What follows belongs to an exercise in optimizing a design on an open flow for small area and a short achievable clock period; a production flow would make more cautious choices.
At most, simulation tests tie the RTL to the original design; equivalence was not proved.
The RTL of runs 8 and 9 was laid out without a check of its function.
No activity file was given, so power comes from the tool's default toggle rates. The flow treats the clock pin as an ideal source, which a real chip does not have.

## run.sh

```bash
#!/bin/bash
# synth_recipe.tcl (not shown) runs the flow's synth.tcl, then flattens the netlist and writes it again
# the make line also repeats each setting of config.mk as NAME=value (left out here)
make -C /OpenROAD-flow-scripts/flow DESIGN_CONFIG=/design/flow/config.mk WORK_HOME=/design/flow/orfs CLKGATE_MAP_FILE= SYNTH_SCRIPT=/design/flow/synth_recipe.tcl finish
```

## config.mk

```make
export PLATFORM = sky130hd
export DESIGN_NAME = SPI_Wrapper
export DESIGN_NICKNAME = SPI_Wrapper
export VERILOG_FILES = /design/flow/design.v
export SDC_FILE = /design/flow/constraint.sdc
export NUM_CORES = 4
export LEC_CHECK = 0
export ABC_AREA = 1
export CAP_MARGIN = 20
export CORE_MARGIN = 2
export CORE_UTILIZATION = 75
export CTS_BUF_LIST = sky130_fd_sc_hd__clkbuf_16
export CTS_CLUSTER_DIAMETER = 70
export CTS_CLUSTER_SIZE = 35
export SETUP_SLACK_MARGIN = 2.2
export SLEW_MARGIN = 20
```

## design.v

```verilog
module SPI_RAM (din, dout ,rx_valid, tx_valid , clk, rst_n);
parameter MEM_DEPTH=256;
parameter ADDR_SIZE=8;
input clk, rst_n, rx_valid;
input [9:0] din;
output  reg tx_valid;
output reg [ADDR_SIZE-1:0] dout;
reg [2:0] ra_j;     
reg [3:0] ra_hi;    
reg [7:0] ra_lo;    
reg [7:0] rdbuf;    
reg       pend;     
reg [2:0] ph;       
reg       slot;     
reg [7:0] tapreg;   
wire       cmd  = rst_n & rx_valid;
wire       land = pend & slot;
wire [7:0] s6 [0:31];
reg  [7:0] grp [0:3];
reg  [7:0] tap6;
genvar g;
generate
  for (g = 0; g < 32; g = g + 1) begin : rg
    reg [63:0] s;
    wire we = land & ra_hi[g / 8] & ra_lo[g % 8];
    always @(posedge clk)
      s <= {s[55:0], we ? rdbuf : s[63:56]};
    assign s6[g] = s[55:48];
  end
endgenerate
integer h, l;
always @(*) begin
  for (h = 0; h < 4; h = h + 1) begin
    grp[h] = 8'd0;
    for (l = 0; l < 8; l = l + 1)
      grp[h] = grp[h] | ({8{ra_lo[l]}} & s6[h*8 + l]);
  end
  tap6 = 8'd0;
  for (h = 0; h < 4; h = h + 1)
    tap6 = tap6 | ({8{ra_hi[h]}} & grp[h]);
end
always @(posedge clk) begin
  ph     <= ph + 3'd1;
  slot   <= (ph + 3'd1) == ra_j;
  tapreg <= tap6;
end
always @(posedge clk) begin
  if (cmd && ~din[8]) begin
    ra_j  <= din[2:0];
    ra_hi <= 4'b1 << din[7:6];
    ra_lo <= 8'b1 << din[5:3];
  end
end
always @(posedge clk) begin
  if (cmd && din[9:8] == 2'b01) begin
    rdbuf <= din[7:0];
    pend  <= 1'b1;
  end
  else if (slot) begin
    if (pend)
      pend <= 1'b0;
    else
      rdbuf <= tapreg;
  end
end
always @(posedge clk or negedge rst_n) begin
	if (~rst_n) begin
		dout<=0;
		tx_valid<=0;
	end
	else if (rx_valid) begin
		if (din[9:8] == 2'b11) begin
		    dout<= rdbuf;
		    tx_valid<=1;
		end
	end
end
endmodule
module SPI_SLAVE (MOSI,MISO,SS_n,clk,rst_n,rx_data,rx_valid, tx_data, tx_valid);
input MOSI,SS_n,clk,rst_n,tx_valid;
input [7:0] tx_data;
output reg MISO;
output reg rx_valid;
output reg [9:0] rx_data; 
localparam [2:0] IDLE=3'd0, CHK_CMD=3'd1, WRITE=3'd2, READ_ADD=3'd3, READ_DATA=3'd4;
reg [2:0] cs,ns;
reg rd_flag;  
reg [3:0] state_countout;
reg[3:0] MISO_CountOut;
wire counter_enable;  
wire counter_done;  
reg MISO_CountEn; 
wire MISO_CountDone;
always@(posedge clk or negedge rst_n) begin
  if(~rst_n) begin
    cs<= IDLE;
  end
  else begin
    cs<=ns;
  end
end  
always@(*) begin
  case(cs)
  IDLE: begin 
    if(~SS_n) 
      ns=CHK_CMD;
    else 
      ns=IDLE;
  end
  CHK_CMD:
    if(~SS_n) begin
      if(MOSI && ~rd_flag) begin
         ns=READ_ADD;
        end
        else if(MOSI && rd_flag) begin
         ns=READ_DATA;
        end
        else begin
         ns=WRITE;
        end
    end
    else begin
      ns=IDLE;
    end
  READ_DATA:
    if(SS_n) begin
      ns=IDLE;
    end
    else begin
      ns=READ_DATA;
    end
  READ_ADD:
    if(SS_n) begin
      ns=IDLE;
    end
    else begin
      ns=READ_ADD;
    end
  WRITE:
     if(SS_n) begin
      ns=IDLE;
    end
    else begin
      ns=WRITE;
    end
default:begin 
  ns=IDLE;
end
    endcase
end
always@ (posedge clk or negedge  rst_n) begin
  if(!rst_n) begin
    rd_flag<=0;
  end
  else begin
    if(cs!=IDLE) begin
      if(cs==READ_ADD && counter_done) begin
        rd_flag<=1;
      end
      else if (cs==READ_DATA && counter_done && MISO_CountDone)begin
        rd_flag<=0;
      end
    end
  end
end
always@ (posedge clk) begin
  if(cs==IDLE) begin
    MISO<=0; 
    rx_data<=0;
  end
  else begin
  if(counter_enable) begin
    rx_data<={MOSI,rx_data[9:1]};
  end
  if(MISO_CountEn&&(cs==READ_DATA)) begin
    MISO<= tx_data[MISO_CountOut];
  end
end
end
always@(posedge clk or negedge rst_n) begin
  if(~rst_n) begin
    state_countout<=0;
    MISO_CountOut<=7;  
    MISO_CountEn<=0;
  end
  else begin
    if(cs==IDLE)begin
      state_countout<=0;
      MISO_CountOut<=7;
      MISO_CountEn<=0;
    end
    else if(counter_enable) begin
      state_countout<=state_countout+1;
    end
    if(counter_done) begin
      state_countout<=0;
      MISO_CountOut<=7;  
    end
    if(counter_done&&cs==READ_DATA)begin
    MISO_CountEn<=1;
    end
    if(MISO_CountEn) begin
      MISO_CountOut<=MISO_CountOut-1;
    end
    if (MISO_CountDone) begin
      MISO_CountOut<=7;
      MISO_CountEn<=0;
    end
  end  
end
assign counter_enable=(cs != IDLE && cs!=CHK_CMD && ~counter_done && ~MISO_CountEn)?1:0;
assign counter_done = (state_countout==4'b1010)?1:0;
assign MISO_CountDone = (MISO_CountOut== 0)?1:0;
always @(posedge clk ) begin
  if(counter_done)begin
    rx_valid<=1;
  end
  else begin
    rx_valid<=0;
  end
end
endmodule
module SPI_Wrapper(MISO, MOSI, SS_n, rst_n, clk);
input MOSI, SS_n, clk, rst_n;
output MISO;
wire [9:0] rxdata;
wire [7:0] txdata;
wire rx_valid,tx_valid;
SPI_RAM #(256,8) R (rxdata, txdata, rx_valid, tx_valid , clk, rst_n);
SPI_SLAVE  S (MOSI,MISO,SS_n,clk,rst_n,rxdata,rx_valid, txdata, tx_valid);
endmodule
```

## constraint.sdc

```tcl
create_clock -name core_clock -period 4.0 [get_ports {clk}]
set_input_delay 0.8000 -clock core_clock [delete_from_list [all_inputs] [get_ports {clk}]]
set_output_delay 0.8000 -clock core_clock [all_outputs]
set_load 0.01 [all_outputs]
```

==> out/results.tsv, run 1 <==
metric	value	unit
status	complete, no violations	
min_path_type	in2async	
grt_overflow	0	
tightest_slew	620	ps
regArea	42700	sq um
grt_pass1_vias	22300	
clk_pin_slew	120	ps
setup_ws	2100	ps
syn_area_per_cell	14.4	sq um
setup_viol	0	
max_freq	525	MHz
p_leak	20.0	nW
ys_ff_latch	2117	
worstPathArrival	1100	ps
cts_tree	yes	
drive_above_1_share	5.80	%
synth_nets	3360	
antenna_found_initial	1	
cts-buffers-inserted	70	
fin_crit	1900	ps
start_util	76.1	%
synth_area_leaders	dfxtp_1 (86%), nand2_1 (4.9%), o21ai_0 (3.2%)	
cts.sinks	2117	
ir_drop	0.548	mV
rsz0062_at_grt	true	
critPathMaxStageDelay	340	ps
critical_path.startpoint	S.MISO	
syn_to_final_growth	6.71	%
syn_area	48200	sq um
wl_per_cell	19.7	microns
drc_errors	0	
drv_slew	0	
slowest_stage	dfxtp_2	
die-area	66300	sq um
grt_pass1_wl	129	mm
first_pass_iters	6	
critPathCaptureType	output port	
r2r-start	R.ra_lo[3]	
path_class	reg2out	
place_congestion	0.811	
power.density	589	nW/um^2
clock_latency	660	ps
ios	5	
yosysWarningCount	3	
fin_nets	3397	
die_h	257	microns
finalSetupTns	0	ps
worstPathRequired	3200	ps
synthCells	3352	
synth_largest_area_cell	dfxtp_1	
crit_chain	buf_6	
fillers	3327	
port_buffers	4	
cap_violations	0	
critical_path_buf_inv_count	1	
grt_max_degree	37	
antenna_left	0	
drt_iter0_drc	1547	
diodes	0	
finalPower	0.0303	W
critPathTopFamily	flip-flops	
finalClockSkew	22.2	ps
finalCritPeriodShare	47.6	%
fp.dieW	257	microns
synth_cell_types	31	
ys_seq_area_share	88.7	%
grt_use_total	25.7	%
worstPathMaxFanout	2	
cts-root-buf	clkbuf_16	
num_vias	21800	
rows	92	
dp_hpwl	48.9	mm
post-place-ws	954	ps
cts_buffer_depth	3	
viasPerCell	5.14	
start_kind	register	
wirelength	83.6	mm
netlist.area_leader.share	86.1	%
htree_levels	3	
multi_input_area	4990	sq um
core	63300	sq um
finalHoldViolCount	0	
relSlewSlack	58.6	%
[cell usage in the layout, fill, tap and decap left out, types with 3 or more instances in the layout]
master,count
dfrtp_1,18
xor2_1,5
nor3_1,8
dfxtp_1,2072
edfxtp_1,23
buf_12,6
mux2_2,3
buf_4,46
o21ai_1,16
inv_1,55
dfstp_2,3
o21ai_2,8
nand3_1,18
o21ai_0,286
nand2_2,28
clkinvlp_4,6
nor2_4,6
ha_1,4
nand2_4,6
nand4_1,65
nand2_1,595
nor2_1,10
a21oi_1,14
clkbuf_16,73
inv_2,3
[through the flow]
step,cell area (sq um),cells,hold WS (ps),utilization (%)
floorplan,48200,3352,310,-
finish,51400,4244,196,81.2
detailed placement,49100,4130,312,77.5
CTS,51200,4232,172,80.9
global placement,49100,4130,310,77.5
global route,51400,4244,213,81.2
[final cells by class]
class	instances	area share, %
timing repair buffer	58	1.03
clock inverter	8	0.0827
clock buffer	73	3.55
multi-input combinational	1083	9.70
tap	846	2.06
sequential	2117	83.1
inverter	59	0.479
[cells by family after synthesis]
kind of cell,share of synthesized area [%]
muxes,0.0701
DFF,88.7
adders and majority gates,0.104
buffers and inverters,1.31
AOI/OAI and AO/OA,3.43
xor gates and xnor gates,0.127
and+or+nand+nor,6.30
[cells in the mapped netlist]
cell	number
nor2_2	1
nand2_1	626
xnor2_1	2
dfstp_2	3
nor4_1	1
mux2_2	3
inv_1	55
nor2_4	5
clkbuf_1	51
xor2_1	5
nor3_1	8
o21ai_0	311
dfxtp_1	2073
nor2_1	11
inv_2	3
buf_2	40
nand3_1	18
nand4_1	65
nand2_2	3
o21bai_1	1
a31oi_1	1
ha_1	4
clkinv_1	1
dfrtp_1	18
nor3b_2	1
a21oi_1	14
edfxtp_1	23
buf_6	1
o22ai_1	2
nand3b_1	1
buf_4	1
[power by group]
group	internal, W	leakage (nW)	switching, W
Clock	0.00335	0.940	0.00567
Combinational	0.0000394	1.90	0.0000844
Sequential	0.0211	17.2	0.0000191
Total	0.0245	20.0	0.00578
[worst paths after layout]
check / end / depth (start not counted) / slack, ps
worst max-delay path: MISO / 1 / 2100
worst min-delay path: R.dout[6] / 1 / 200
worst max register to register: R.tapreg[2] / 7 / 2200
worst min register to register: R.rg[1].s[19] / 0 / 320
max in group asynchronous: S.MISO_CountOut[1] / 2 / 3160
min in group core_clock: R.rg[1].s[19] / 0 / 320
[flip-flops by register name, summed over array words and instances (netlist names)]
name,count
R.tapreg,8
S.MISO,1
R.slot,1
S.cs,3
R.ra_hi,4
S.state_countout,4
R.rg.s,2048
R.rdbuf,8
S.rd_flag,1
S.rx_valid,1
R.dout,8
R.ra_j,3
S.MISO_CountOut,4
S.rx_data,10
S.MISO_CountEn,1
R.pend,1
R.ph,3
R.ra_lo,8
[metal layers]
layer	part of all wire, %	GRT usage (%)	vias to the layer above
met2	47	42.2	454
met5	0	0	-
met4	3.0	8.03	0
met1	46	35.8	10600
met3	4.1	3.60	146
li1	-	-	10600
[timing repair]
action / CTS / global route
pin swaps: 1 / 8
gates resized for setup: 53 / 38
buffers inserted: 21 / 12
endpoints found under the setup margin: 284 / 175
hold buffers: 0 / 0
==> run 2, diff against run 1 <==
--- a/config.mk
+++ b/config.mk
@@ -10,3 +10,3 @@
 export CORE_MARGIN = 2
-export CORE_UTILIZATION = 75
+export CORE_UTILIZATION = 85
 export CTS_BUF_LIST = sky130_fd_sc_hd__clkbuf_16
==> out/results.tsv, run 2 <==
metric	value	unit	change
syn_area	48200	sq um	unchanged
start_util	85.8	%	was 76.1%
synth_most_common_cell	dfxtp_1		unchanged
netlist.area_leader.share	86.1	%	unchanged
syn_area_per_cell	14.4	sq um	unchanged
stop_stage	3_5_place_dp		
rows	87		was 92
ys_ff_latch	2117		unchanged
synth_nets	3360		unchanged
synth_area_leaders	dfxtp_1 (86%), nand2_1 (4.9%), o21ai_0 (3.2%)		unchanged
place_congestion	0.818		was 0.811
synth_cell_types	31		unchanged
synth-edff-count	23		unchanged
fp.dieW	242	microns	was 257 microns
synthArstFlopShare	0.992	%	unchanged
status	aborted with a tool error		was complete, no violations
die_h	242	microns	was 257 microns
dp_hpwl	58.5	mm	was 48.9 mm
ys.flop_type	dfxtp_1		unchanged
synth_largest_area_cell	dfxtp_1		unchanged
netlist_top_cells_count	dfxtp_1 (2073), nand2_1 (626), o21ai_0 (311)		unchanged
port_buffers	4		unchanged
ios	5		unchanged
error_line	[ERROR DPL-0033] detailed placement checks failed during check placement.		
yosysWarningCount	3		unchanged
ys_seq_area_share	88.7	%	unchanged
synthCells	3352		unchanged
run 2: cell counts after synthesis:
Identical to the previous run, type by type.
run 2: kinds of logic after synthesis:
group           synth area share [%]
xor+xnor                       0.127
buf+inv                         1.31
flops                           88.7
compound gates                  3.43
fa+ha+maj                      0.104
mux                           0.0701
simple gates                    6.30
run 2: power by group through the flow:
stage	logic [W]	registers [W]	clock network (W)
after global placement	0.000102	0.0216	0
after floorplan	0.0000878	0.0216	0
run 2: worst max-delay path by stage:
| stage | to | slack [ps] | startpoint |
|---|---|---|---|
| 2_1_floorplan | R.rdbuf[0] | 2230 | rst_n |
| 3_3_place_gp | R.rdbuf[3] | 1170 | rst_n |
run 2: stage by stage:
stage	hold slack [ps]	std cells	area, sq um	setup slack (ps)
3_3_place_gp	310	4042	48900	1170
2_1_floorplan	310	3352	48200	2230
==> run 3, diff against run 2 <==
--- a/config.mk
+++ b/config.mk
@@ -10,3 +10,3 @@
 export CORE_MARGIN = 2
-export CORE_UTILIZATION = 85
+export CORE_UTILIZATION = 75
 export CTS_BUF_LIST = sky130_fd_sc_hd__clkbuf_16
@@ -14,3 +14,3 @@
 export CTS_CLUSTER_SIZE = 35
-export SETUP_SLACK_MARGIN = 2.2
+export SETUP_SLACK_MARGIN = 2.05
 export SLEW_MARGIN = 20
==> out/results.tsv, run 3 <==
metric	value	unit	change
status	complete, no violations		was aborted with a tool error
ys.flop_type	dfxtp_1		unchanged
final_cell_mix	dfxtp_1 (2072), nand2_1 (604), o21ai_0 (292), clkbuf_16 (73), nand4_1 (65)		
finalCritPeriodShare	48.4	%	
setup_viol	0		
min_path_type	reg2reg		
largest_register_ffs	2048		
cts_buffer_depth	3		
placed_cell_area	49100	sq um	
port_buffers	4		unchanged
regMostFlops	R.rg.s		
reg_top3	R.rg.s (2048), S.rx_data (10)		
tightest_slew	853	ps	
rsz0062_at_grt	true		
crit_chain	buf_12 -> buf_12 -> nand2_1 -> nand4_1 -> o21ai_0 -> nand2_1 -> inv_1 -> nand2_1		
path_class	reg2reg		
fin_crit	1930	ps	
syn_area	48200	sq um	unchanged
netlist.area_leader.share	86.1	%	unchanged
clk_pin_slew	120	ps	
fillers	3409		
p_int	0.0245	W	
seqPwrFrac	69.9	%	
place_congestion	0.811		was 0.818
drt_iter0_drc	1574		
grt_pass1_wl	130	mm	
ir_drop	0.493	mV	
yosysWarningCount	3		unchanged
crit_top_cell	nand2_1		
relSlewSlack	43.1	%	
final_common_cell	dfxtp_1		
ios	5		unchanged
grt_overflow	0		
antenna_left	0		
grt_pass1_vias	22500		
drc_errors	0		
switching_power	0.00577	W	
multi_input_area	4900	sq um	
critPathCaptureType	register		
cap_violations	0		
finalHoldViolCount	0		
first_pass_iters	6		
max_freq	517	MHz	
synth-edff-count	23		unchanged
drv_slew	0		
syn_area_per_cell	14.4	sq um	unchanged
dp_hpwl	50.1	mm	was 58.5 mm
viasPerCell	5.18		
cts.sinks	2117		
antenna_found_initial	5		
cts_tree	yes		
drive_above_1_share	5.05	%	
synth_nets	3360		unchanged
die_h	257	microns	was 242 microns
htree_levels	3		
worstPathRequired	4560	ps	
syn_to_final_growth	6.30	%	
finalClockSkew	25.5	ps	
wl_per_cell	20.1	microns	
synthArstFlopShare	0.992	%	unchanged
num_vias	21900		
p_sw_share	19.0	%	
start_kind	register		
clockPowerShare	29.8	%	
synth_area_leaders	dfxtp_1 (86%), nand2_1 (4.9%), o21ai_0 (3.2%)		unchanged
regArea	42700	sq um	
netlist_top_cells_count	dfxtp_1 (2073), nand2_1 (626), o21ai_0 (311)		unchanged
slowest_stage	edfxtp_1		
worstPathArrival	2490	ps	
rows	92		was 87
critical_path_buf_inv_count	3		
finalSetupTns	0	ps	
die-area	66300	sq um	
synth_cell_types	31		unchanged
p_leak	19.9	nW	
cts-root-buf	clkbuf_16		
grt_max_degree	37		
power.density	591	nW/um^2	
diodes	0		
wirelength	85.1	mm	
final_util	80.9	%	
critPathTopFamily	flip-flops		
synthCells	3352		unchanged
p_comb_share	0.4	%	
critPathMaxStageDelay	500	ps	
ys_seq_area_share	88.7	%	unchanged
worstPathMaxFanout	8		
synth_most_common_cell	dfxtp_1		unchanged
fin_nets	3387		
fin_area	51200	sq um	
fp.dieW	257	microns	was 242 microns
clock_latency	660	ps	
ys_ff_latch	2117		unchanged
start_util	76.1	%	was 85.8%
synth_largest_area_cell	dfxtp_1		unchanged
grt_use_total	26.1	%	
core	63300	sq um	
cts-buffers-inserted	70		
==> run 3: layer usage <==
| metal | wire [microns] | track usage [%] |
|---|---|---|
| met1 | 38200 | 36.2 |
| met2 | 39900 | 42.6 |
| met3 | 3820 | 3.98 |
| met4 | 3180 | 9.17 |
| met5 | 32 | 0 |
==> run 3: metrics by stage <==
step | power [W] | instances | hold slack (ps) | setup WS [ps]
global placement | 0.0217 | 4134 | 309 | 1160
global route | 0.0311 | 4235 | 333 | 1960
floorplan | 0.0217 | 3352 | 310 | 2120
finish | 0.0303 | 4235 | 324 | 2070
CTS | 0.0304 | 4232 | 333 | 1930
detailed placement | 0.0217 | 4134 | 312 | 1100
==> run 3: cells by family (layout without fill, tap and decap cells) <==
| logic type | Yosys count | in the layout | share of synthesized area [%] |
|---|---|---|---|
| and+or+nand+nor | 740 | 740 | 6.30 |
| adders and majority gates | 4 | 4 | 0.104 |
| DFF | 2117 | 2117 | 88.7 |
| xor gates and xnor gates | 7 | 7 | 0.127 |
| muxes | 3 | 3 | 0.0701 |
| buffers and inverters | 152 | 189 | 1.31 |
| AOI/OAI and AO/OA | 329 | 329 | 3.43 |
==> run 3: worst paths after layout <==
kind / startpoint / to / slack [ps] / depth (start not counted)
setup / recovery: R.ra_lo[7] / R.tapreg[7] / 2070 / 8
hold / removal: R.rg[31].s[11] / R.rg[31].s[19] / 320 / 0
setup reg to reg: R.ra_lo[7] / R.tapreg[7] / 2070 / 8
hold reg to reg: R.rg[31].s[11] / R.rg[31].s[19] / 320 / 0
max in group asynchronous: rst_n / S.MISO_CountOut[2] / 3220 / 2
min in group asynchronous: rst_n / S.cs[2] / 490 / 2
==> run 3: power by group through the flow <==
| stage | Combinational, W | Sequential [W] | Clock [W] |
|---|---|---|---|
| 3_5_place_dp | 0.000111 | 0.0216 | 0 |
| 3_3_place_gp | 0.000103 | 0.0216 | 0 |
| 4_1_cts | 0.000112 | 0.0211 | 0.00909 |
| 6_report | 0.000114 | 0.0211 | 0.00901 |
| 2_1_floorplan | 0.0000878 | 0.0216 | 0 |
| 5_1_grt | 0.000129 | 0.0212 | 0.00977 |
==> run 3: worst reg2reg max path: cells and delay by family, from the launching register on <==
kind                   cells  cell delay (ps)
flip-flops                 1              500
AND/OR/NAND/NOR            4              480
buffers and inverters      3              460
AO/OA/AOI/OAI              1              410
==> run 3: area by class of cell <==
cell class	count	area share (%)
clock buffers	73	3.57
clock inverters	9	0.0831
inverters	59	0.469
multi-input cells	1083	9.56
flip-flops and latches	2117	83.4
well taps	846	2.07
repair buffers	48	0.848
==> run 3: what timing repair did <==
action                     in CTS  in global routing
buffers inserted               16                  3
pin swaps                       1                  0
resized for setup              26                 28
setup endpoints to repair     152                123
hold buffers                    0                  0
gates cloned                    0                  0
==> run 4, diff against run 3 <==
--- a/config.mk
+++ b/config.mk
@@ -13,4 +13,4 @@
 export CTS_CLUSTER_DIAMETER = 70
-export CTS_CLUSTER_SIZE = 35
-export SETUP_SLACK_MARGIN = 2.05
+export CTS_CLUSTER_SIZE = 32
+export SETUP_SLACK_MARGIN = 2.2
 export SLEW_MARGIN = 20
==> out/results.tsv, run 4 <==
metric	value	unit	change
synthCells	3352		unchanged
cp_num_cells	1		was 8
start_util	76.1	%	unchanged
grt_pass1_wl	130	mm	about the same
finalCritPeriodShare	47.8	%	was 48.4%
fin_crit	1910	ps	was 1930 ps
wl_met2	40.4	mm	was 39.9 mm
wirelength_met1	37.9	mm	was 38.2 mm
viasPerCell	5.16		was 5.18
worstPathArrival	1110	ps	was 2490 ps
power.density	594	nW/um^2	was 591 nW/um^2
synth_nets	3360		unchanged
synth_largest_area_cell	dfxtp_1		unchanged
die_h	257	microns	unchanged
cts.sinks	2117		unchanged
antenna_found_initial	1		was 5
htree_levels	3		unchanged
worstSetupEndpoint	MISO		was R.tapreg[7]
final_cell_mix	dfxtp_1 (2072), nand2_1 (594), o21ai_0 (287), clkbuf_16 (79), nand4_1 (65)		was dfxtp_1 (2072), nand2_1 (604), o21ai_0 (292), clkbuf_16 (73), nand4_1 (65)
r2r-start	R.ra_lo[4]		was R.ra_lo[7]
cts_tree	yes		unchanged
antenna_left	0		unchanged
fp.dieW	257	microns	unchanged
critPathTopFamily	flip-flops		unchanged
rsz0062_at_grt	true		unchanged
final_common_cell	dfxtp_1		unchanged
die-area	66300	sq um	unchanged
reg_top3	R.rg.s (2048), S.rx_data (10)		unchanged
cts-root-buf	clkbuf_16		unchanged
tightest_slew	652	ps	was 853 ps
clk_pin_slew	110	ps	was 120 ps
setup_ws	2090	ps	was 2070 ps
grt_overflow	0		unchanged
finalClockSkew	16.3	ps	was 25.5 ps
ios	5		unchanged
finalSetupTns	0	ps	unchanged
num_vias	21900		about the same
start_kind	register		unchanged
crit_chain	buf_6		was buf_12 -> buf_12 -> nand2_1 -> nand4_1 -> o21ai_0 -> nand2_1 -> inv_1 -> nand2_1
port_buffers	4		unchanged
grt_max_degree	37		unchanged
ys_seq_area_share	88.7	%	unchanged
ir_drop	0.491	mV	was 0.493 mV
grt_use_total	25.9	%	was 26.1%
netlist_top_cells_count	dfxtp_1 (2073), nand2_1 (626), o21ai_0 (311)		unchanged
diodes	0		unchanged
syn_to_final_growth	7.08	%	was 6.30%
drc_errors	0		unchanged
max_freq	523	MHz	was 517 MHz
dr.max_layer_used	met4		was met5
syn_area_per_cell	14.4	sq um	unchanged
status	complete, no violations		unchanged
netlist.area_leader.share	86.1	%	unchanged
synth_cell_types	31		unchanged
wirelength	84.4	mm	was 85.1 mm
fin_area	51600	sq um	was 51200 sq um
syn_area	48200	sq um	unchanged
critPathCaptureType	output port		was register
ys.flop_type	dfxtp_1		unchanged
ys_ff_latch	2117		unchanged
relSlewSlack	56.5	%	was 43.1%
largest_register_ffs	2048		unchanged
worstReg2RegEnd	R.tapreg[5]		was R.tapreg[7]
first_pass_iters	5		was 6
dr_wl_met3	3.44	mm	was 3.82 mm
final_util	81.5	%	was 80.9%
fin_nets	3403		was 3387
place_congestion	0.811		about the same
wl_per_cell	19.8	microns	was 20.1 microns
critPathMaxStageDelay	340	ps	was 500 ps
regMostFlops	R.rg.s		unchanged
synth_area_leaders	dfxtp_1 (86%), nand2_1 (4.9%), o21ai_0 (3.2%)		unchanged
reg2reg_slack	2190	ps	was 2070 ps
p_leak	20.1	nW	was 19.9 nW
core	63300	sq um	unchanged
clock_latency	660	ps	about the same
grt_pass1_vias	22500		about the same
worstPathMaxFanout	2		was 8
synthArstFlopShare	0.992	%	unchanged
setup_viol	0		unchanged
min_path_type	in2async		was reg2reg
post-place-ws	954	ps	was 1100 ps
finalHoldViolCount	0		unchanged
cts_buffer_depth	3		unchanged
reg2regPathDepth	7		was 8
synth-edff-count	23		unchanged
placed_cell_area	49100	sq um	about the same
critical_path_buf_inv_count	1		was 3
rows	92		unchanged
yosysWarningCount	3		unchanged
cts-buffers-inserted	76		was 70
path_class	reg2out		was reg2reg
worstPathRequired	3200	ps	was 4560 ps
cap_violations	0		unchanged
slowest_stage	dfxtp_2		was edfxtp_1
critical_path.startpoint	S.MISO		was R.ra_lo[7]
dp_hpwl	48.9	mm	was 50.1 mm
drv_slew	0		unchanged
drive_above_1_share	6.02	%	was 5.05%
drt_iter0_drc	1569		was 1574
holdBufCountCts	0		unchanged
synth_most_common_cell	dfxtp_1		unchanged
[run 4: cell counts after synthesis]
Identical to the previous run, type by type.
[run 4: where the power goes]
part	internal, W	leakage (nW)	switching [W]
registers	0.0211	17.2	0.0000195
logic	0.0000395	1.90	0.0000846
clock network	0.00361	1.02	0.00575
[run 4: repair_timing]
item                                   in CTS  in global routing
pin swaps                                   1                  8
endpoints found under the hold margin       0                  0
buffers inserted                           21                 12
setup endpoints to repair                 290                165
resized for setup                          49                 39
[run 4: worst min path at each step]
stage / startpoint / endpoint / slack [ps]
6_report: rst_n / R.dout[6] / 210
5_1_grt: rst_n / R.dout[6] / 210
4_1_cts: rst_n / R.dout[6] / 180
3_5_place_dp: R.rg[25].s[41] / R.rg[25].s[49] / 310
3_3_place_gp: R.rg[23].s[4] / R.rg[23].s[12] / 310
2_1_floorplan: R.rg[0].s[2] / R.rg[0].s[10] / 310
[run 4: worst reg2reg max path: stages, from the launching register on]
cell      delay, ps
edfxtp_1        500
buf_12          210
nand2_1         130
nand4_1         280
o21ai_2         350
nand2_1         100
inv_1            80
nand2_1          50
[run 4: logic make-up after synthesis]
group | share of synthesized area (%)
buffers and inverters | 1.31
multiplexers | 0.0701
AND/OR/NAND/NOR | 6.30
XOR/XNOR | 0.127
AO/OA/AOI/OAI | 3.43
flip-flops | 88.7
adder cells (fa/ha/maj) | 0.104
[run 4: layer usage]
layer	vias up	track usage [%]
met4	0	7.61
met1	10700	35.8
met2	501	43.3
met3	155	3.58
met5	-	0
li1	10600	-
[run 4: layout make-up]
class / count / area (sq um)
timing repair buffer: 58 / 553
sequential: 2117 / 42700
tap: 846 / 1060
fill: 3307 / 11700
multi-input combinational: 1083 / 4980
clock buffer: 79 / 1980
clock inverter: 9 / 58.8
inverter: 59 / 246
[run 4: metrics by stage]
step	total power [W]	hold slack (ps)	cells
6_report	0.0306	206	4251
5_1_grt	0.0314	212	4251
2_1_floorplan	0.0217	310	3352
4_1_cts	0.0307	176	4239
3_5_place_dp	0.0217	312	4130
3_3_place_gp	0.0217	310	4130
==> run 5, diff against run 4 <==
--- a/config.mk
+++ b/config.mk
@@ -14,3 +14,3 @@
 export CTS_CLUSTER_SIZE = 32
-export SETUP_SLACK_MARGIN = 2.2
+export SETUP_SLACK_MARGIN = 2.12
 export SLEW_MARGIN = 20
==> out/results.tsv, run 5 <==
metric	value	unit	change
status	complete, no violations		unchanged
final_cell_mix	dfxtp_1 (2072), nand2_1 (598), o21ai_0 (289), clkbuf_16 (79), nand4_1 (65)		was dfxtp_1 (2072), nand2_1 (594), o21ai_0 (287), clkbuf_16 (79), nand4_1 (65)
setup_ws	2040	ps	was 2090 ps
final_common_cell	dfxtp_1		unchanged
place_congestion	0.811		unchanged
finalClockSkew	17.0	ps	was 16.3 ps
fin_nets	3394		was 3403
max_freq	510	MHz	was 523 MHz
regMostFlops	R.rg.s		unchanged
grt_pass1_vias	22400		was 22500
setup_viol	0		unchanged
cts-root-buf	clkbuf_16		unchanged
worstPathArrival	2510	ps	was 1110 ps
antenna_found_initial	1		unchanged
clock_latency	660	ps	about the same
cts_buffer_depth	3		unchanged
port_buffers	4		unchanged
post-place-ws	954	ps	unchanged
relSlewSlack	42.0	%	was 56.5%
start_util	76.1	%	unchanged
synthCells	3352		unchanged
yosysWarningCount	3		unchanged
netlist.area_leader.share	86.1	%	unchanged
largest_register_ffs	2048		unchanged
cp_num_cells	7		was 1
synth_cell_types	31		unchanged
tightest_slew	869	ps	was 652 ps
path_class	reg2reg		was reg2out
syn_area_per_cell	14.4	sq um	unchanged
grt_max_degree	37		unchanged
worstPathMaxFanout	8		was 2
grt_overflow	0		unchanged
grt_pass1_wl	129	mm	was 130 mm
synth-edff-count	23		unchanged
antenna_left	0		unchanged
reg2regPathDepth	7		unchanged
finalHoldViolCount	0		unchanged
synthArstFlopShare	0.992	%	unchanged
syn_to_final_growth	6.74	%	was 7.08%
crit_chain	buf_4 -> nand2_1 -> nand4_1 -> o21ai_1 -> nand2_1 -> inv_1 -> nand2_1		was buf_6
drive_above_1_share	5.51	%	was 6.02%
min_path_type	in2async		unchanged
cts_tree	yes		unchanged
diodes	0		unchanged
reg2reg_slack	2040	ps	was 2190 ps
netlist_top_cells_count	dfxtp_1 (2073), nand2_1 (626), o21ai_0 (311)		unchanged
instances_no_fill	4242		was 4251
wl_per_cell	19.7	microns	was 19.8 microns
critPathCaptureType	register		was output port
dp.cells	4130		unchanged
drv_slew	0		unchanged
finalPower	0.0306	W	about the same
drt_iter0_drc	1675		was 1569
reg_top3	R.rg.s (2048), S.rx_data (10)		unchanged
synth_area_leaders	dfxtp_1 (86%), nand2_1 (4.9%), o21ai_0 (3.2%)		unchanged
ios	5		unchanged
ys_seq_area_share	88.7	%	unchanged
critPathMaxStageDelay	550	ps	was 340 ps
crit_top_cell	nand2_1		
finalCritPeriodShare	49.0	%	was 47.8%
ys.flop_type	dfxtp_1		unchanged
slowest_stage	edfxtp_1		was dfxtp_2
wirelength	83.6	mm	was 84.4 mm
final_util	81.2	%	was 81.5%
power.density	595	nW/um^2	was 594 nW/um^2
grt_use_total	25.8	%	was 25.9%
critPathTopFamily	flip-flops		unchanged
p_leak	20.0	nW	was 20.1 nW
fp.dieW	257	microns	unchanged
clk_pin_slew	110	ps	about the same
cts-buffers-inserted	76		unchanged
htree_levels	3		unchanged
core	63300	sq um	unchanged
num_vias	21900		about the same
drc_errors	0		unchanged
synth_largest_area_cell	dfxtp_1		unchanged
synth_nets	3360		unchanged
critical_path_buf_inv_count	2		was 1
rows	92		unchanged
syn_area	48200	sq um	unchanged
die_h	257	microns	unchanged
die-area	66300	sq um	unchanged
worstPathRequired	4550	ps	was 3200 ps
holdBufCountCts	0		unchanged
first_pass_iters	5		unchanged
cap_violations	0		unchanged
viasPerCell	5.16		about the same
finalSetupTns	0	ps	unchanged
start_kind	register		unchanged
ys_ff_latch	2117		unchanged
synth_most_common_cell	dfxtp_1		unchanged
dp_hpwl	48.9	mm	unchanged
fin_crit	1960	ps	was 1910 ps
cts.sinks	2117		unchanged
rsz0062_at_grt	true		unchanged
ir_drop	0.490	mV	was 0.491 mV
run 5: cell type report:
class | count | area (sq um)
clock buffer | 79 | 1980
clock inverter | 9 | 58.8
fill | 3339 | 11900
inverter | 59 | 243
multi-input combinational | 1083 | 4930
sequential | 2117 | 42700
tap | 846 | 1060
timing repair buffer | 49 | 448
run 5: kinds of logic after synthesis:
logic type / count (synthesis) / synth area share [%]
fa+ha+maj: 4 / 0.104
xor+xnor: 7 / 0.127
buf+inv: 152 / 1.31
flops: 2117 / 88.7
mux: 3 / 0.0701
simple gates: 740 / 6.30
compound gates: 329 / 3.43
run 5: per-layer routing:
layer | vias to the layer above | GRT usage [%] | share of wire, %
li1 | 10600 | - | -
met1 | 10700 | 35.8 | 45
met2 | 454 | 42.7 | 48
met3 | 142 | 3.45 | 4.1
met4 | 0 | 7.84 | 3.0
met5 | - | 0 | 0
run 5: worst paths after layout:
check                               start                 end
hold / removal                      rst_n           R.dout[6]
setup / recovery               R.ra_lo[0]         R.tapreg[6]
max in group asynchronous           rst_n  S.MISO_CountOut[1]
min in group core_clock    R.rg[13].s[25]      R.rg[13].s[33]
hold reg to reg            R.rg[13].s[25]      R.rg[13].s[33]
setup reg to reg               R.ra_lo[0]         R.tapreg[6]
run 5: power breakdown:
part	internal [W]	total [W]	switching (W)	leakage [nW]
Clock	0.00361	0.00934	0.00573	1.02
Combinational	0.0000341	0.000115	0.0000808	1.84
Sequential	0.0211	0.0211	0.0000212	17.2
Total	0.0248	0.0306	0.00583	20.0
run 5: worst reg2reg max path: stages (launching register included):
cell	delay (ps)
edfxtp_1	550
buf_4	250
nand2_1	80
nand4_1	190
o21ai_1	450
nand2_1	190
inv_1	90
nand2_1	60
run 5: timing repair:
item                       CTS  global route
setup buffers               19             5
gates cloned                 0             0
pin swaps                    1             2
gates resized for setup     34            37
setup endpoints to repair  241           136
run 5: metrics by stage:
step / cell area (sq um) / hold WS, ps
final: 51400 / 197
after global routing: 51400 / 206
after CTS: 51300 / 176
after detailed placement: 49100 / 312
after global placement: 49100 / 310
after floorplan: 48200 / 310
==> run 6, diff against run 5 <==
--- a/config.mk
+++ b/config.mk
@@ -14,3 +14,3 @@
 export CTS_CLUSTER_SIZE = 32
-export SETUP_SLACK_MARGIN = 2.12
+export SETUP_SLACK_MARGIN = 2.3
 export SLEW_MARGIN = 20
==> out/results.tsv, run 6 <==
metric	value	unit	change
min_path_type	in2async		unchanged
finalHoldViolCount	0		unchanged
clk_pin_slew	120	ps	was 110 ps
reg2regPathDepth	9		was 7
yosys.area_share.simple	6.30	%	unchanged
largest_register_ffs	2048		unchanged
diodes	0		unchanged
ys_seq_area_share	88.7	%	unchanged
tightest_slew	762	ps	was 869 ps
critPathMaxStageDelay	340	ps	was 550 ps
cts_tree	yes		unchanged
syn_area	48200	sq um	unchanged
status	complete, no violations		unchanged
grt_use_total	26.7	%	was 25.8%
rows	92		unchanged
grt_overflow	0		unchanged
synth-adder-area-share	0.104	%	unchanged
path_class	reg2out		was reg2reg
synth_largest_area_cell	dfxtp_1		unchanged
cts-root-buf	clkbuf_16		unchanged
num_vias	22400		was 21900
synth-edff-count	23		unchanged
cap_violations	0		unchanged
synth_cell_types	31		unchanged
ys_ff_latch	2117		unchanged
fillers	3118		was 3339
synthArstFlopShare	0.992	%	unchanged
first_pass_iters	6		was 5
finalPower	0.0307	W	was 0.0306 W
regMostFlops	R.rg.s		unchanged
critPathCaptureType	output port		was register
drive_above_1_share	8.15	%	was 5.51%
grt_pass1_vias	22700		was 22400
netlist.area_leader.share	86.1	%	unchanged
drc_errors	0		unchanged
whs	164	ps	was 197 ps
cts_buffer_depth	3		unchanged
p_leak	20.5	nW	was 20.0 nW
antenna_found_initial	1		unchanged
crit_chain	buf_6		was buf_4 -> nand2_1 -> nand4_1 -> o21ai_1 -> nand2_1 -> inv_1 -> nand2_1
wirelength	89.0	mm	was 83.6 mm
fin_nets	3445		was 3394
critical_path_buf_inv_count	1		was 2
cts-buffers-inserted	76		unchanged
ios	5		unchanged
netlist_top_cells_count	dfxtp_1 (2073), nand2_1 (626), o21ai_0 (311)		unchanged
final_common_cell	dfxtp_1		unchanged
synth_compound_area_share	3.43	%	unchanged
syn_to_final_growth	8.70	%	was 6.74%
final_cell_mix	dfxtp_1 (2071), nand2_1 (577), o21ai_0 (264), clkbuf_16 (85), nand4_1 (65)		was dfxtp_1 (2072), nand2_1 (598), o21ai_0 (289), clkbuf_16 (79), nand4_1 (65)
synth_top_family_by_area	simple AND/OR/NAND/NOR gates		unchanged
r2r-start	R.ra_lo[6]		was R.ra_lo[0]
regArea	42700	sq um	about the same
synthMuxAreaShare	0.0701	%	unchanged
reg_top3	R.rg.s (2048), S.rx_data (10)		unchanged
core	63300	sq um	unchanged
fin_area	52400	sq um	was 51400 sq um
clock_latency	660	ps	about the same
finalSetupTns	0	ps	unchanged
instances_no_fill	4293		was 4242
finalCritPeriodShare	47.7	%	was 49.0%
htree_levels	3		unchanged
power.density	587	nW/um^2	was 595 nW/um^2
worstPathMaxFanout	2		was 8
slowest_stage	dfxtp_2		was edfxtp_1
synthXorXnorAreaFrac	0.127	%	unchanged
die-area	66300	sq um	unchanged
dp.cells	4132		was 4130
max_freq	524	MHz	was 510 MHz
multi_input_area	5140	sq um	was 4930 sq um
placed_cell_area	49100	sq um	about the same
critPathTopFamily	flip-flops		unchanged
synth_area_leaders	dfxtp_1 (86%), nand2_1 (4.9%), o21ai_0 (3.2%)		unchanged
setup_viol	0		unchanged
rsz0062_at_grt	true		unchanged
holdBufCountCts	0		unchanged
reg2reg_slack	2230	ps	was 2040 ps
place_congestion	0.829		was 0.811
worstReg2RegEnd	R.tapreg[5]		was R.tapreg[6]
worstPathRequired	3200	ps	was 4550 ps
synth_nets	3360		unchanged
antenna_left	0		unchanged
yosysWarningCount	3		unchanged
relSlewSlack	49.1	%	was 42.0%
synth_most_common_cell	dfxtp_1		unchanged
viasPerCell	5.21		was 5.16
start_kind	register		unchanged
dp_hpwl	50.3	mm	was 48.9 mm
finalClockSkew	18.1	ps	was 17.0 ps
start_util	76.1	%	unchanged
drt_iter0_drc	1856		was 1675
ir_drop	0.538	mV	was 0.490 mV
port_buffers	4		unchanged
die_h	257	microns	unchanged
cts.sinks	2117		unchanged
wl_per_cell	20.7	microns	was 19.7 microns
grt_max_degree	34		was 37
drv_slew	0		unchanged
worstPathArrival	1110	ps	was 2510 ps
grt_pass1_wl	133	mm	was 129 mm
syn_area_per_cell	14.4	sq um	unchanged
synthCells	3352		unchanged
fin_crit	1910	ps	was 1960 ps
ys.flop_type	dfxtp_1		unchanged
fp.dieW	257	microns	unchanged
run 6: cell counts after synthesis:
Identical to the previous run, type by type.
run 6: repair_timing:
item / in CTS / in global routing
resized for setup: 90 / 103
pin swaps: 8 / 29
endpoints found under the setup margin: 311 / 118
cloned: 1 / 5
buffers inserted: 32 / 35
run 6: per-stage QoR:
stage	setup slack (ps)	utilization [%]
finish	2090	82.7
global route	2050	82.7
CTS	2070	81.5
detailed placement	1090	77.5
global placement	1230	77.5
floorplan	2310	-
run 6: worst max-delay path by stage:
stage,start,to,slack [ps],depth (start not counted)
floorplan,rst_n,R.rdbuf[0],2310,3
global placement,rst_n,R.rdbuf[2],1230,4
detailed placement,rst_n,R.rdbuf[0],1090,4
CTS,S.MISO,MISO,2070,1
global route,S.MISO,MISO,2050,1
finish,S.MISO,MISO,2090,1
run 6: area by class of cell:
| class | instances | area share, % |
|---|---|---|
| sequential | 2117 | 81.6 |
| multi-input combinational | 1083 | 9.81 |
| clock buffer | 80 | 3.82 |
| timing repair buffer | 100 | 2.20 |
| tap | 846 | 2.02 |
| inverter | 59 | 0.473 |
| clock inverter | 8 | 0.105 |
run 6: report_power, final:
group | total (W) | internal (W) | switching [W]
sequential | 0.0211 | 0.0211 | 0.0000236
combinational | 0.000143 | 0.0000497 | 0.0000929
clock | 0.00943 | 0.00365 | 0.00578
run 6: kinds of logic (layout without fill, tap and decap cells):
family,count (synthesis),in the layout
compound gates,329,329
xor+xnor,7,7
fa+ha+maj,4,4
buf+inv,152,247
flops,2117,2117
mux,3,3
simple gates,740,740
run 6: layer usage:
layer | vias up | global-route usage (%) | routed length [microns]
li1 | 10700 | - | -
met1 | 11000 | 36.5 | 39400
met2 | 515 | 44.2 | 42800
met3 | 191 | 3.39 | 3630
met4 | 0 | 10.0 | 3110
met5 | - | 0 | 0
==> run 7, diff against run 6 <==
--- a/config.mk
+++ b/config.mk
@@ -10,7 +10,7 @@
 export CORE_MARGIN = 2
-export CORE_UTILIZATION = 75
+export CORE_UTILIZATION = 60
 export CTS_BUF_LIST = sky130_fd_sc_hd__clkbuf_16
 export CTS_CLUSTER_DIAMETER = 70
-export CTS_CLUSTER_SIZE = 32
-export SETUP_SLACK_MARGIN = 2.3
+export CTS_CLUSTER_SIZE = 35
+export SETUP_SLACK_MARGIN = 2.2
 export SLEW_MARGIN = 20
==> out/results.tsv, run 7 <==
metric	value	unit	change
status	complete, no violations		unchanged
grt_overflow	0		unchanged
viasPerCell	4.69		was 5.21
clk_pin_slew	120	ps	about the same
cts_tree	yes		unchanged
critPathTopFamily	flip-flops		unchanged
ys_seq_area_share	88.7	%	unchanged
critPathCaptureType	output port		unchanged
synth_most_common_cell	dfxtp_1		unchanged
syn_area	48200	sq um	unchanged
fin_crit	1900	ps	was 1910 ps
switching_power	0.00584	W	was 0.00590 W
ios	5		unchanged
drive_above_1_share	6.60	%	was 8.15%
core	79300	sq um	was 63300 sq um
final_cell_mix	dfxtp_1 (2072), nand2_1 (594), o21ai_0 (287), clkbuf_16 (76), nand4_1 (65)		was dfxtp_1 (2071), nand2_1 (577), o21ai_0 (264), clkbuf_16 (85), nand4_1 (65)
r2r-start	R.ra_lo[0]		was R.ra_lo[6]
ys.flop_type	dfxtp_1		unchanged
p_comb_share	0.4	%	was 0.5%
finalHoldViolCount	0		unchanged
start_util	60.8	%	was 76.1%
synth-edff-count	23		unchanged
cts-root-buf	clkbuf_16		unchanged
critPathMaxStageDelay	340	ps	about the same
fin_nets	3412		was 3445
grt_pass1_vias	21000		was 22700
fin_area	52000	sq um	was 52400 sq um
syn_to_final_growth	7.82	%	was 8.70%
die-area	82600	sq um	was 66300 sq um
synth_cell_types	31		unchanged
grt_pass1_wl	124	mm	was 133 mm
cts.sinks	2117		unchanged
antenna_left	0		unchanged
netlist_top_cells_count	dfxtp_1 (2073), nand2_1 (626), o21ai_0 (311)		unchanged
cap_violations	0		unchanged
p_sw_share	19.1	%	was 19.2%
tightest_slew	708	ps	was 762 ps
die_h	287	microns	was 257 microns
worstReg2RegEnd	R.tapreg[4]		was R.tapreg[5]
reg2reg_slack	2250	ps	was 2230 ps
finalCritPeriodShare	47.6	%	was 47.7%
port_buffers	4		unchanged
num_vias	21000		was 22400
htree_levels	3		unchanged
synthCells	3352		unchanged
dp_hpwl	48.9	mm	was 50.3 mm
antenna_found_initial	2		was 1
instances_no_fill	4473		was 4293
grt_max_degree	37		was 34
relSlewSlack	52.8	%	was 49.1%
p_int	0.0247	W	was 0.0248 W
min_to	R.rg[8].s[17]		
clock_latency	670	ps	was 660 ps
path_class	reg2out		unchanged
setup_viol	0		unchanged
grt_use_total	19.9	%	was 26.7%
dp.cells	4340		was 4132
ys_ff_latch	2117		unchanged
cts_buffer_depth	3		unchanged
cts-buffers-inserted	71		was 76
min_path_type	reg2reg		was in2async
setup_ws	2100	ps	was 2090 ps
netlist.area_leader.share	86.1	%	unchanged
finalSetupTns	0	ps	unchanged
regMostFlops	R.rg.s		unchanged
reg2regPathDepth	8		was 9
min_from	R.rg[8].s[9]		
fp.dieW	287	microns	was 257 microns
final_common_cell	dfxtp_1		unchanged
max_freq	525	MHz	was 524 MHz
power.density	588	nW/um^2	was 587 nW/um^2
placed_cell_area	49300	sq um	was 49100 sq um
drc_errors	0		unchanged
wl_per_cell	18.1	microns	was 20.7 microns
seqPwrFrac	69.3	%	was 68.8%
rows	103		was 92
largest_register_ffs	2048		unchanged
post-place-ws	1030	ps	was 1090 ps
critical_path_buf_inv_count	1		unchanged
ir_drop	0.494	mV	was 0.538 mV
worstPathRequired	3200	ps	about the same
p_leak	20.1	nW	was 20.5 nW
min_path_cells	0		
slowest_stage	dfxtp_2		unchanged
worstPathMaxFanout	2		unchanged
first_pass_iters	5		was 6
synth_nets	3360		unchanged
finalClockSkew	17.6	ps	was 18.1 ps
clockPowerShare	30.4	%	was 30.7%
diodes	0		unchanged
whs	326	ps	was 164 ps
crit_chain	buf_6		unchanged
synth_area_leaders	dfxtp_1 (86%), nand2_1 (4.9%), o21ai_0 (3.2%)		unchanged
syn_area_per_cell	14.4	sq um	unchanged
worstPathArrival	1100	ps	was 1110 ps
yosysWarningCount	3		unchanged
start_kind	register		unchanged
synth_largest_area_cell	dfxtp_1		unchanged
synthArstFlopShare	0.992	%	unchanged
drt_iter0_drc	1290		was 1856
holdBufCountCts	0		unchanged
reg_top3	R.rg.s (2048), S.rx_data (10)		unchanged
drv_slew	0		unchanged
place_congestion	0.814		was 0.829
wirelength	80.8	mm	was 89.0 mm
rsz0062_at_grt	true		unchanged
## run 7: cell types whose count changed in the layout (fill, tap and decap cells not counted), moves of 3 or more
| cell | delta |
|---|---|
| clkbuf_16 | -9 |
| o21ai_1 | -18 |
| buf_4 | -6 |
| inv_6 | +3 |
| nand2_4 | -12 |
| o21ai_2 | -7 |
| inv_1 | +4 |
| nand2_1 | +17 |
| nand2_2 | -5 |
| o21ai_0 | +23 |
| buf_12 | -16 |
## run 7: logic make-up (layout without fill, tap and decap cells)
group                    Yosys count  after routing  synth area share [%]
AND/OR/NAND/NOR                  740            740                  6.30
flip-flops                      2117           2117                  88.7
XOR/XNOR                           7              7                 0.127
adder cells (fa/ha/maj)            4              4                 0.104
buffers and inverters            152            223                  1.31
AO/OA/AOI/OAI                    329            329                  3.43
multiplexers                       3              3                0.0701
## run 7: layer usage
metal | vias up | routed length (microns) | GRT usage [%]
li1 | 10600 | - | -
met1 | 10000 | 40500 | 29.0
met2 | 250 | 36100 | 31.6
met3 | 106 | 2460 | 2.71
met4 | 0 | 1750 | 5.01
met5 | - | 0 | 0
## run 7: how the worst max path moves through the flow
stage,start,cells past startpoint,slack [ps],to
3_3_place_gp,rst_n,4,1120,R.rdbuf[2]
6_report,S.MISO,1,2100,MISO
2_1_floorplan,rst_n,3,2230,R.rdbuf[0]
4_1_cts,S.MISO,1,2050,MISO
3_5_place_dp,rst_n,4,1030,R.rdbuf[2]
5_1_grt,S.MISO,1,2040,MISO
## run 7: what timing repair did
action                                 CTS  global route
endpoints found under the hold margin    0             0
gates cloned                             1             1
buffers inserted                        26            13
gates resized for setup                 56            50
pin swaps                                3            19
setup endpoints to repair              276           162
## run 7: metrics by stage
step,total power [W],utilization [%]
3_3_place_gp,0.0217,62.2
2_1_floorplan,0.0217,-
3_5_place_dp,0.0217,62.2
6_report,0.0305,65.6
4_1_cts,0.0308,65.2
5_1_grt,0.0315,65.6
## run 7: power by group through the flow
stage          logic [W]  clock network [W]  registers [W]
5_1_grt         0.000134             0.0102         0.0212
3_5_place_dp    0.000114                  0         0.0216
6_report        0.000119            0.00927         0.0211
2_1_floorplan  0.0000878                  0         0.0216
3_3_place_gp    0.000104                  0         0.0216
4_1_cts         0.000115            0.00950         0.0211
## run 7: final cells by class
cell class	count	area, sq um
fillers	5851	27300
clock buffers	75	1880
inverters	59	241
flip-flops and latches	2117	42700
repair inverters	1	7.51
multi-input cells	1083	5020
repair buffers	71	632
well taps	1050	1310
clock inverters	17	139
==> run 8, diff against run 7 <==
--- a/design.v
+++ b/design.v
@@ -12,10 +12,9 @@
 reg       pend;     
-reg [2:0] ph;       
+reg [3:0] ph;       
 reg       slot;     
-reg [7:0] tapreg;   
 wire       cmd  = rst_n & rx_valid;
 wire       land = pend & slot;
-wire [7:0] s6 [0:31];
+wire [7:0] s7 [0:31];
 reg  [7:0] grp [0:3];
-reg  [7:0] tap6;
+reg  [7:0] tap;
 genvar g;
@@ -26,4 +25,4 @@
     always @(posedge clk)
-      s <= {s[55:0], we ? rdbuf : s[63:56]};
-    assign s6[g] = s[55:48];
+      s <= {s[55:0], we ? (rdbuf ^ {8{ph[3]}}) : ~s[63:56]};
+    assign s7[g] = s[63:56];
   end
@@ -35,12 +34,11 @@
     for (l = 0; l < 8; l = l + 1)
-      grp[h] = grp[h] | ({8{ra_lo[l]}} & s6[h*8 + l]);
-  end
-  tap6 = 8'd0;
+      grp[h] = grp[h] | ({8{ra_lo[l]}} & s7[h*8 + l]);
+  end
+  tap = 8'd0;
   for (h = 0; h < 4; h = h + 1)
-    tap6 = tap6 | ({8{ra_hi[h]}} & grp[h]);
+    tap = tap | ({8{ra_hi[h]}} & grp[h]);
 end
 always @(posedge clk) begin
-  ph     <= ph + 3'd1;
-  slot   <= (ph + 3'd1) == ra_j;
-  tapreg <= tap6;
+  ph     <= ph + 4'd1;
+  slot   <= (ph[2:0] + 3'd1) == ra_j;
 end
@@ -62,3 +60,3 @@
     else
-      rdbuf <= tapreg;
+      rdbuf <= tap ^ {8{~ph[3]}};
   end
--- a/config.mk
+++ b/config.mk
@@ -7,9 +7,8 @@
 export LEC_CHECK = 0
-export ABC_AREA = 1
 export CAP_MARGIN = 20
 export CORE_MARGIN = 2
-export CORE_UTILIZATION = 60
+export CORE_UTILIZATION = 75
 export CTS_BUF_LIST = sky130_fd_sc_hd__clkbuf_16
 export CTS_CLUSTER_DIAMETER = 70
-export CTS_CLUSTER_SIZE = 35
+export CTS_CLUSTER_SIZE = 32
 export SETUP_SLACK_MARGIN = 2.2
==> out/results.tsv, run 8 <==
metric	value	unit	change
setup_viol	0		unchanged
synth-edff-count	23		unchanged
port_buffers	4		unchanged
drv_slew	0		unchanged
syn_area_per_cell	15.4	sq um	was 14.4 sq um
die_h	257	microns	was 287 microns
fin_crit	2190	ps	was 1900 ps
reg2regPathDepth	7		was 8
grt_pass1_wl	134	mm	was 124 mm
synth_cell_types	44		was 31
first_pass_iters	5		unchanged
synth_largest_area_cell	dfxtp_1		unchanged
regArea	42600	sq um	was 42700 sq um
relSlewSlack	61.3	%	was 52.8%
fin_area	52100	sq um	was 52000 sq um
final_cell_mix	dfxtp_1 (2063), nor2_1 (274), a21oi_1 (274), a22oi_1 (84), clkbuf_16 (81)		was dfxtp_1 (2072), nand2_1 (594), o21ai_0 (287), clkbuf_16 (76), nand4_1 (65)
start_util	75.9	%	was 60.8%
grt_pass1_vias	21600		was 21000
ir_drop	0.511	mV	was 0.494 mV
ys_seq_area_share	88.9	%	was 88.7%
drt_iter0_drc	2077		was 1290
fillers	3128		was 5851
critPathCaptureType	register		was output port
drive_above_1_share	9.51	%	was 6.60%
status	complete, no violations		unchanged
min_path_cells	0		unchanged
clk_pin_slew	120	ps	about the same
cap_violations	0		unchanged
clockPowerShare	30.6	%	was 30.4%
ys_ff_latch	2110		was 2117
placed_cell_area	48900	sq um	was 49300 sq um
p_comb_share	0.2	%	was 0.4%
grt_max_degree	37		unchanged
worstPathMaxFanout	5		was 2
reg2reg_slack	1810	ps	was 2250 ps
synthCells	3102		was 3352
wirelength_met1	40.8	mm	was 40.5 mm
p_leak	20.0	nW	was 20.1 nW
p_int	0.0247	W	about the same
viasPerCell	5.42		was 4.69
synth_most_common_cell	dfxtp_1		unchanged
place_congestion	0.899		was 0.814
dp_hpwl	56.3	mm	was 48.9 mm
reg_top3	R.rg.s (2048), S.rx_data (10)		unchanged
wl_per_cell	22.6	microns	was 18.1 microns
finalHoldViolCount	0		unchanged
syn_to_final_growth	8.89	%	was 7.82%
seqPwrFrac	69.2	%	was 69.3%
antenna_found_initial	0		was 2
netlist_top_cells_count	dfxtp_1 (2066), a21oi_1 (279), nor2_1 (276)		was dfxtp_1 (2073), nand2_1 (626), o21ai_0 (311)
finalCritPeriodShare	54.8	%	was 47.6%
cts_tree	yes		unchanged
path_class	reg2reg		was reg2out
finalSetupTns	0	ps	unchanged
ios	5		unchanged
p_sw_share	18.9	%	was 19.1%
fin_nets	3169		was 3412
wirelength	91.0	mm	was 80.8 mm
finalPower	0.0304	W	was 0.0305 W
num_vias	21800		was 21000
cts-root-buf	clkbuf_16		unchanged
die-area	65900	sq um	was 82600 sq um
clock_latency	660	ps	was 670 ps
worstPathRequired	4410	ps	was 3200 ps
syn_area	47900	sq um	was 48200 sq um
switching_power	0.00577	W	was 0.00584 W
finalClockSkew	30.4	ps	was 17.6 ps
max_freq	457	MHz	was 525 MHz
cts_buffer_depth	3		unchanged
htree_levels	3		unchanged
power.density	584	nW/um^2	was 588 nW/um^2
rsz0062_at_grt	true		unchanged
diodes	0		unchanged
dr.max_layer_used	met4		unchanged
min_path_type	reg2reg		unchanged
netlist.area_leader.share	86.4	%	was 86.1%
synth_nets	3110		was 3360
dr_wl_met3	5.91	mm	was 2.46 mm
largest_register_ffs	2048		unchanged
fp.dieW	257	microns	was 287 microns
instances_no_fill	4022		was 4473
synthArstFlopShare	0.995	%	was 0.992%
cts-buffers-inserted	75		was 71
holdBufCountCts	0		unchanged
multi_input_area	5510	sq um	was 5020 sq um
grt_use_total	27.5	%	was 19.9%
cts.sinks	2110		was 2117
wl_met2	41.2	mm	was 36.1 mm
core	63100	sq um	was 79300 sq um
worstPathArrival	2600	ps	was 1100 ps
yosysWarningCount	3		unchanged
start_kind	register		unchanged
rows	92		was 103
drc_errors	0		unchanged
final_common_cell	dfxtp_1		unchanged
grt_overflow	0		unchanged
antenna_left	0		unchanged
regMostFlops	R.rg.s		unchanged
dp.cells	3873		was 4340
synth_area_leaders	dfxtp_1 (86%), a21oi_1 (2.9%), nor2_1 (2.2%)		was dfxtp_1 (86%), nand2_1 (4.9%), o21ai_0 (3.2%)
tightest_slew	572	ps	was 708 ps
ys.flop_type	dfxtp_1		unchanged
## run 8: cell count changes in the layout (fill, tap and decap cells not counted), sizes merged, moves of 7 or more
| cell | change |
|---|---|
| a22oi | +128 |
| dfxtp | -7 |
| a41oi | +24 |
| inv | -43 |
| nand4 | -56 |
| xnor2 | +9 |
| nor2 | +259 |
| o21ai | -303 |
| xor2 | +7 |
| nand3 | -13 |
| a21oi | +265 |
| buf | +13 |
| nand2 | -560 |
| a2111oi | +9 |
## run 8: final timing paths
check	endpoint	startpoint
worst max-delay path	R.rdbuf[7]	R.ra_lo[7]
worst max register to register	R.rdbuf[7]	R.ra_lo[7]
worst min-delay path	R.rg[8].s[52]	R.rg[8].s[44]
min in group asynchronous	R.dout[6]	rst_n
max in group asynchronous	S.MISO_CountOut[1]	rst_n
worst min register to register	R.rg[8].s[52]	R.rg[8].s[44]
## run 8: area by class of cell
class                   instances  area share (%)
repair buffers                 85            1.73
clock buffers                  79            3.79
well taps                     846            2.03
multi-input cells             876            10.6
flip-flops and latches       2110            81.7
inverters                      13           0.113
clock inverters                13           0.103
## run 8: kinds of logic after synthesis
logic type      count (synthesis)  share of synthesized area [%]
flops                        2110                           88.9
buf+inv                       116                           1.21
xor+xnor                       23                          0.421
mux                            11                          0.303
fa+ha+maj                       4                          0.105
compound gates                454                           5.83
simple gates                  384                           3.23
## run 8: stage by stage
step	hold WS, ps	worst slack (ps)	utilization, %
2_1_floorplan	310	2200	-
3_3_place_gp	309	1110	77.5
3_5_place_dp	312	1010	77.5
4_1_cts	318	1880	81.7
5_1_grt	328	1780	82.7
6_report	316	1810	82.7
## run 8: routing by layer
metal | up-vias | global-route usage [%]
met5 | - | 0
met2 | 764 | 41.8
li1 | 10100 | -
met4 | 0 | 10.1
met3 | 196 | 5.13
met1 | 10700 | 39.9
## run 8: timing repair
| item | in CTS | in global routing |
|---|---|---|
| buffers inserted | 43 | 12 |
| gates cloned | 0 | 2 |
| pin swaps | 28 | 33 |
| resized for setup | 71 | 80 |
| endpoints found under the hold margin | 0 | 0 |
| setup endpoints to repair | 303 | 173 |
## run 8: power groups by stage
| stage | combinational [W] | clock (W) | sequential [W] |
|---|---|---|---|
| after floorplan | 0.0000334 | 0 | 0.0215 |
| after global placement | 0.0000484 | 0 | 0.0215 |
| after detailed placement | 0.0000533 | 0 | 0.0215 |
| after CTS | 0.0000554 | 0.00941 | 0.0211 |
| after global routing | 0.0000690 | 0.0101 | 0.0211 |
| final | 0.0000625 | 0.00931 | 0.0211 |
## run 8: critical path, cell delays in order, from the launching register on
cell and delay [ps]:
edfxtp_1 430, buf_6 170, buf_12 140, a22oi_1 200
nand4_1 320, a2111oi_4 420, xnor2_1 160, a21oi_1 90
==> run 9, diff against run 8 <==
--- a/config.mk
+++ b/config.mk
@@ -7,2 +7,3 @@
 export LEC_CHECK = 0
+export ABC_AREA = 1
 export CAP_MARGIN = 20
==> out/results.tsv, run 9 <==
metric	value	unit	change
first_pass_iters	5		unchanged
grt_use_total	29.6	%	was 27.5%
dr_wl_met3	5.06	mm	was 5.91 mm
regMostFlops	R.rg.s		unchanged
antenna_left	0		unchanged
ys.flop_type	dfxtp_1		unchanged
p_sw_share	19.6	%	was 18.9%
cts-buffers-inserted	75		unchanged
p_int	0.0247	W	about the same
wl_met2	46.7	mm	was 41.2 mm
clockPowerShare	30.4	%	was 30.6%
min_path_type	in2async		was reg2reg
syn_to_final_growth	10.6	%	was 8.89%
clock_latency	660	ps	about the same
fin_crit	1950	ps	was 2190 ps
die_h	258	microns	was 257 microns
fin_area	53600	sq um	was 52100 sq um
final_cell_mix	dfxtp_1 (2062), nand2_1 (675), o21ai_0 (275), nand2_2 (77), clkbuf_16 (77)		was dfxtp_1 (2063), nor2_1 (274), a21oi_1 (274), a22oi_1 (84), clkbuf_16 (81)
yosysWarningCount	3		unchanged
post-place-ws	1160	ps	was 1010 ps
synth_nets	3519		was 3110
start_kind	register		unchanged
clk_pin_slew	120	ps	about the same
wirelength	98.0	mm	was 91.0 mm
drc_errors	0		unchanged
final_common_cell	dfxtp_1		unchanged
synth_area_leaders	dfxtp_1 (85%), nand2_1 (5.9%), o21ai_0 (2.9%)		was dfxtp_1 (86%), a21oi_1 (2.9%), nor2_1 (2.2%)
synth_most_common_cell	dfxtp_1		unchanged
ys_seq_area_share	87.8	%	was 88.9%
dr.max_layer_used	met4		unchanged
cts-root-buf	clkbuf_16		unchanged
critPathMaxStageDelay	380	ps	was 430 ps
p_comb_share	0.9	%	was 0.2%
cts.sinks	2110		unchanged
diodes	0		unchanged
die-area	66700	sq um	was 65900 sq um
viasPerCell	5.27		was 5.42
dp_hpwl	53.4	mm	was 56.3 mm
grt_pass1_wl	146	mm	was 134 mm
core	64200	sq um	was 63100 sq um
finalSetupTns	0	ps	unchanged
drt_iter0_drc	1944		was 2077
start_util	75.5	%	was 75.9%
synth-adder-area-share	0.103	%	was 0.104%
ys_ff_latch	2110		unchanged
synthXorXnorAreaFrac	0.235	%	was 0.421%
synthMuxAreaShare	0.0697	%	was 0.303%
largest_register_ffs	2048		unchanged
finalClockSkew	18.6	ps	was 30.4 ps
synthCells	3511		was 3102
critical_path_buf_inv_count	1		was 2
ios	5		unchanged
ir_drop	0.520	mV	was 0.511 mV
worstPathMaxFanout	2		was 5
seqPwrFrac	68.7	%	was 69.2%
critPathTopFamily	flip-flops		was compound AO/OA/AOI/OAI gates
slowest_stage	dfxtp_4		was edfxtp_1
setup_ws	2050	ps	was 1810 ps
crit_chain	buf_6		was buf_6 -> buf_12 -> a22oi_1 -> nand4_1 -> a2111oi_4 -> xnor2_1 -> a21oi_1
netlist.area_leader.share	85.3	%	was 86.4%
wl_per_cell	21.9	microns	was 22.6 microns
p_leak	22.0	nW	was 20.0 nW
drive_above_1_share	11.2	%	was 9.51%
grt_pass1_vias	24500		was 21600
fin_nets	3618		was 3169
final_util	83.5	%	was 82.7%
tightest_slew	746	ps	was 572 ps
synth-edff-count	23		unchanged
status	complete, no violations		unchanged
relSlewSlack	50.3	%	was 61.3%
worstPathRequired	3200	ps	was 4410 ps
finalHoldViolCount	0		unchanged
power.density	573	nW/um^2	was 584 nW/um^2
rsz0062_at_grt	true		unchanged
syn_area_per_cell	13.8	sq um	was 15.4 sq um
finalPower	0.0307	W	was 0.0304 W
cts_buffer_depth	3		unchanged
num_vias	23600		was 21800
wirelength_met1	42.2	mm	was 40.8 mm
placed_cell_area	49600	sq um	was 48900 sq um
fp.dieW	258	microns	was 257 microns
drv_slew	0		unchanged
worstPathArrival	1150	ps	was 2600 ps
syn_area	48500	sq um	was 47900 sq um
max_freq	512	MHz	was 457 MHz
finalCritPeriodShare	48.8	%	was 54.8%
antenna_found_initial	0		unchanged
synth_top_family_by_area	simple AND/OR/NAND/NOR gates		was compound AO/OA/AOI/OAI gates
synth_largest_area_cell	dfxtp_1		unchanged
htree_levels	3		unchanged
grt_max_degree	34		was 37
switching_power	0.00604	W	was 0.00577 W
reg_top3	R.rg.s (2048), S.rx_data (10)		unchanged
rows	93		was 92
synth_cell_types	32		was 44
netlist_top_cells_count	dfxtp_1 (2066), nand2_1 (768), o21ai_0 (283)		was dfxtp_1 (2066), a21oi_1 (279), nor2_1 (276)
synthArstFlopShare	0.995	%	unchanged
path_class	reg2out		was reg2reg
grt_overflow	0		unchanged
cts_tree	yes		unchanged
cap_violations	0		unchanged
synth_compound_area_share	3.26	%	was 5.83%
critPathCaptureType	output port		was register
port_buffers	4		unchanged
setup_viol	0		unchanged
yosys.area_share.simple	7.34	%	was 3.23%
place_congestion	0.896		was 0.899
[run 9: cell types whose count changed in the layout (fill, tap and decap cells not counted), sizes merged, moves of 34 or more]
cell	before	now
a21oi	279	20
buf	80	114
nand2	69	772
o21ai	8	283
nor2	276	121
a22oi	128	0
[run 9: power by group through the flow]
stage          Sequential, W  Combinational, W  Clock, W
2_1_floorplan         0.0216         0.0000987         0
3_3_place_gp          0.0216          0.000135         0
3_5_place_dp          0.0216          0.000150         0
4_1_cts               0.0211          0.000186   0.00932
5_1_grt               0.0211          0.000281    0.0101
6_report              0.0211          0.000266   0.00934
[run 9: worst paths after layout]
| check | depth (start not counted) | slack (ps) | start | end |
|---|---|---|---|---|
| max | 1 | 2050 | S.MISO | MISO |
| min | 2 | 290 | rst_n | R.dout[2] |
| max reg2reg | 11 | 2070 | R.ra_lo[0] | R.rdbuf[2] |
| min reg2reg | 0 | 320 | R.rg[19].s[29] | R.rg[19].s[37] |
| max in group asynchronous | 2 | 3450 | rst_n | S.MISO_CountOut[3] |
| min in group core_clock | 0 | 320 | R.rg[19].s[29] | R.rg[19].s[37] |
[run 9: layer usage]
layer	track usage, %	vias to the layer above
li1	-	11100
met1	40.2	11500
met2	48.8	796
met3	4.41	248
met4	11.4	0
met5	0	-
[run 9: logic make-up after synthesis]
kind of cell,after synthesis
xor+xnor,13
fa+ha+maj,4
compound gates,311
flops,2110
mux,3
buf+inv,139
simple gates,931
[run 9: metrics by stage]
| stage | hold WS (ps) | std cells |
|---|---|---|
| finish | 294 | 4478 |
| global route | 248 | 4478 |
| CTS | 278 | 4462 |
| detailed placement | 312 | 4306 |
| global placement | 309 | 4306 |
| floorplan | 310 | 3511 |
[run 9: layout make-up]
class                   instances  area (sq um)
fillers                      2989         10600
well taps                     855          1070
inverters                      41           166
repair buffers                118          1420
clock buffers                  77          1930
multi-input cells            1264          6410
clock inverters                13          58.8
flip-flops and latches       2110         42600
[run 9: timing repair]
item / in CTS / in global routing
buffers inserted: 59 / 14
setup endpoints to repair: 301 / 55
gates resized for setup: 258 / 63
pin swaps: 92 / 35
hold buffers: 0 / 0
cloned: 7 / 2

Check on run 9: ideal ports give 2.047 ns setup slack; a clkbuf_16 on the clock port and buf_2 on the inputs give 1.983 ns; moving port delays by the midpoint clock arrival (0.715 ns) as well gives 1.658 ns.
